Context: an optimization exercise on an open-source flow, tuned for small area, a short achievable clock period and few clock cycles per item. The choices shown serve that exercise and are no tape-out recipe. In this exercise RTL edits were held to simulation tests only and were not proved equivalent to the original.

## MCH
module MCH (
    input               clk,
    input               reset,
    input       [ 7:0]  X,
    input       [ 7:0]  Y,
    output              Done,
    output      [16:0]  area
);
Size: roughly 980 flip-flops.
clock: 13.0 ns
lec_check: 0
cap_margin: 20
core_margin: 2
core_utilization: 35
place_density: 0.55
slew_margin: 20
standard.sh (not shown) runs the stock make flow with config.mk's settings and CLKGATE_MAP_FILE= SYNTH_SCRIPT=/design/flow/synth_recipe.tcl, a recipe that flattens the netlist after the stock synthesis.
==> flow/flow/run.sh <==
#!/bin/bash
# Layout flow: the standard flow (standard synthesis, floorplan, placement,
# CTS, routing) unchanged, except that ORFS's timing repair (after CTS and after
# global routing) is asked to leave 9 ns of setup slack instead of 0, so that it
# also speeds up paths that already meet the 13 ns clock. The clock, the I/O
# constraints and everything else are the design's.
set -uo pipefail
cp standard.sh standard_sh.copy.log
export SETUP_SLACK_MARGIN=9
bash standard.sh > standard.log 2>&1
Testbench counts at the start, summed over its fixed seeds: cycles 15,977, hulls 384.
==> next run, changes <==
--- a/flow/design.v
+++ b/flow/design.v
@@ -1047,59 +1047,43 @@
 wire [7:0] Tx = cn ? tx1 : tx0, Ty = cn ? ty1 : ty0;
 wire [7:0] Sx = cn ? sx1 : sx0, Sy = cn ? sy1 : sy0;
 wire [7:0] Hx = cn ? hx1 : hx0, Hy = cn ? hy1 : hy0;
 wire [7:0] Qx = cn ? qx1 : qx0, Qy = cn ? qy1 : qy0;
 wire [7:0] Nx = cn ? nx1 : nx0, Ny = cn ? ny1 : ny0;
 wire       Sv = cn ? sv1 : sv0, Hv = cn ? hv1 : hv0;
 wire       Qok = cn ? qok1 : qok0, Nok = cn ? nok1 : nok0;
 wire       Frst = cn ? first1 : first0;
 wire       hasop = s2v;                        
-wire [7:0] ks_x = Sx, ks_y = Sy, kt_x = Tx, kt_y = Ty, kq_x = Qx, kq_y = Qy;
-wire [7:0] us_x = Tx, us_y = Ty, ut_x = Qx, ut_y = Qy, uq_x = Nx, uq_y = Ny;
-wire [7:0] os_x = Hx, os_y = Hy, ot_x = Sx, ot_y = Sy, oq_x = Qx, oq_y = Qy;
-wire [7:0] k1x = cn ? kq_x : kt_x, k1y = cn ? kq_y : kt_y, k2x = cn ? kt_x : kq_x, k2y = cn ? kt_y : kq_y;
-wire [7:0] u1x = cn ? uq_x : ut_x, u1y = cn ? uq_y : ut_y, u2x = cn ? ut_x : uq_x, u2y = cn ? ut_y : uq_y;
-wire [7:0] o1x = cn ? oq_x : ot_x, o1y = cn ? oq_y : ot_y, o2x = cn ? ot_x : oq_x, o2y = cn ? ot_y : oq_y;
-wire [7:0] kA = k1x - ks_x, kD = k2x - ks_x;
-wire [8:0] kB = {1'b0, k2y} - {1'b0, ks_y}, kC = {1'b0, ks_y} - {1'b0, k1y};
-wire [7:0] uA = u1x - us_x, uD = u2x - us_x;
-wire [8:0] uB = {1'b0, u2y} - {1'b0, us_y}, uC = {1'b0, us_y} - {1'b0, u1y};
-wire [7:0] oA = o1x - os_x, oD = o2x - os_x;
-wire [8:0] oB = {1'b0, o2y} - {1'b0, os_y}, oC = {1'b0, os_y} - {1'b0, o1y};
-wire [7:0] kW = kq_x - kt_x, uW = uq_x - ut_x;
-wire [8:0] kH = {1'b0, kq_y} + {1'b0, kt_y}, uH = {1'b0, uq_y} + {1'b0, ut_y};
 wire useu = hasop && push;
 wire useo = hasop && pop;
+wire [7:0] ps_x = useo ? Hx : useu ? Tx : Sx, ps_y = useo ? Hy : useu ? Ty : Sy;
+wire [7:0] pt_x = useo ? Sx : useu ? Qx : Tx, pt_y = useo ? Sy : useu ? Qy : Ty;
+wire [7:0] pq_x = useu ? Nx : Qx, pq_y = useu ? Ny : Qy;
+wire [7:0] o1x = cn ? pq_x : pt_x, o1y = cn ? pq_y : pt_y, o2x = cn ? pt_x : pq_x, o2y = cn ? pt_y : pq_y;
+wire [7:0] nA = o1x - ps_x, nD = o2x - ps_x;
+wire [8:0] nB = {1'b0, o2y} - {1'b0, ps_y}, nC = {1'b0, ps_y} - {1'b0, o1y};
+wire [7:0] nW = pq_x - pt_x;
+wire [8:0] nH = {1'b0, pq_y} + {1'b0, pt_y};
 wire nv   = scan && (cn ? (scnt >= 3'd2) : (scnt >= 3'd1)) && (useu ? Nok : (useo ? 1'b1 : Qok));
 reg  [16:0] acc;
 reg         done_r;
 always @(posedge clk) begin
     q0r <= row0; q1r <= row1;
     trr0 <= d1first ? (trap0 ^ {17{d1c}}) : 17'd0;
     trr1 <= d1first ? (trap1 ^ {17{d1c}}) : 17'd0;
     trneg <= d1first & d1c;
     s2c <= d1c; s2force <= d1force;
     if (state == S_WAIT) acc <= 17'd0;
     else if (s2v) acc <= pop ? acc_p : acc_k;
     d1c <= cn;
-    if (useo) begin
-        dA <= oA; dB <= oB; dC <= oC; dD <= oD;
-        d1first <= 1'b0;
-        d1force <= !Hv;
-    end else if (useu) begin
-        dA <= uA; dB <= uB; dC <= uC; dD <= uD; dW <= uW; dH <= uH;
-        d1first <= 1'b1;
-        d1force <= 1'b0;
-    end else begin
-        dA <= kA; dB <= kB; dC <= kC; dD <= kD; dW <= kW; dH <= kH;
-        d1first <= Frst;
-        d1force <= !Sv;
-    end
+    dA <= nA; dB <= nB; dC <= nC; dD <= nD; dW <= nW; dH <= nH;
+    d1first <= useu | (!useo & Frst);
+    d1force <= useo ? !Hv : useu ? 1'b0 : !Sv;
 end
 always @(posedge clk) begin
     rdn0 <= 1'b0; rdh0 <= 1'b0;
     rdn1 <= 1'b0; rdh1 <= 1'b0;
     rq0 <= wait2;
     if (wait2) begin rem0 <= relU1; rem1 <= relD1; end
     rq1 <= rq0;
     rn0 <= rq1;
     rn1 <= rn0;
What happened: Hold slack gets better by 16 ps. Wire length went up by 0.76%. Final cell count went down by 5.6%. Setup slack gets worse by 41 ps. Sequential share of layout area went up by 0.36 points. Global-route usage went up by 1.1 points. Die area went down by 3.8%. Design area went down by 1.6%. Register-to-register slack gets worse by 40 ps. Maximum frequency went down by 0.98%.
Testbench counts after the change, summed over its fixed seeds: cycles 15,977, hulls 384.

==> what the ideal ports hide <==
In the flow no input, the clock included, has a driving cell. The finished layouts below were timed again as built, in two steps.
Step 1, drivers: a clkbuf_16 drives clk and a buf_2 each remaining input, both assumed.
Step 2 also shifts input and output timing later by t, the mid clock arrival at the registers, as if the neighbouring blocks saw the same clock.
Three values: no drivers, after step 1, after step 2; two values: the first two.
run | t (ns) | setup WS [ns] | worst setup path at the end | clock arrival spread, ns | cell pins on the clock port's net
the first run | 0.847 | 8.883 / 8.883 / 8.883 | register to register | 0.060 / 0.060 | 1
the second run | 0.833 | 8.842 / 8.842 / 8.842 | register to register | 0.048 / 0.047 | 1
After both steps setup and hold are still met in every run listed.
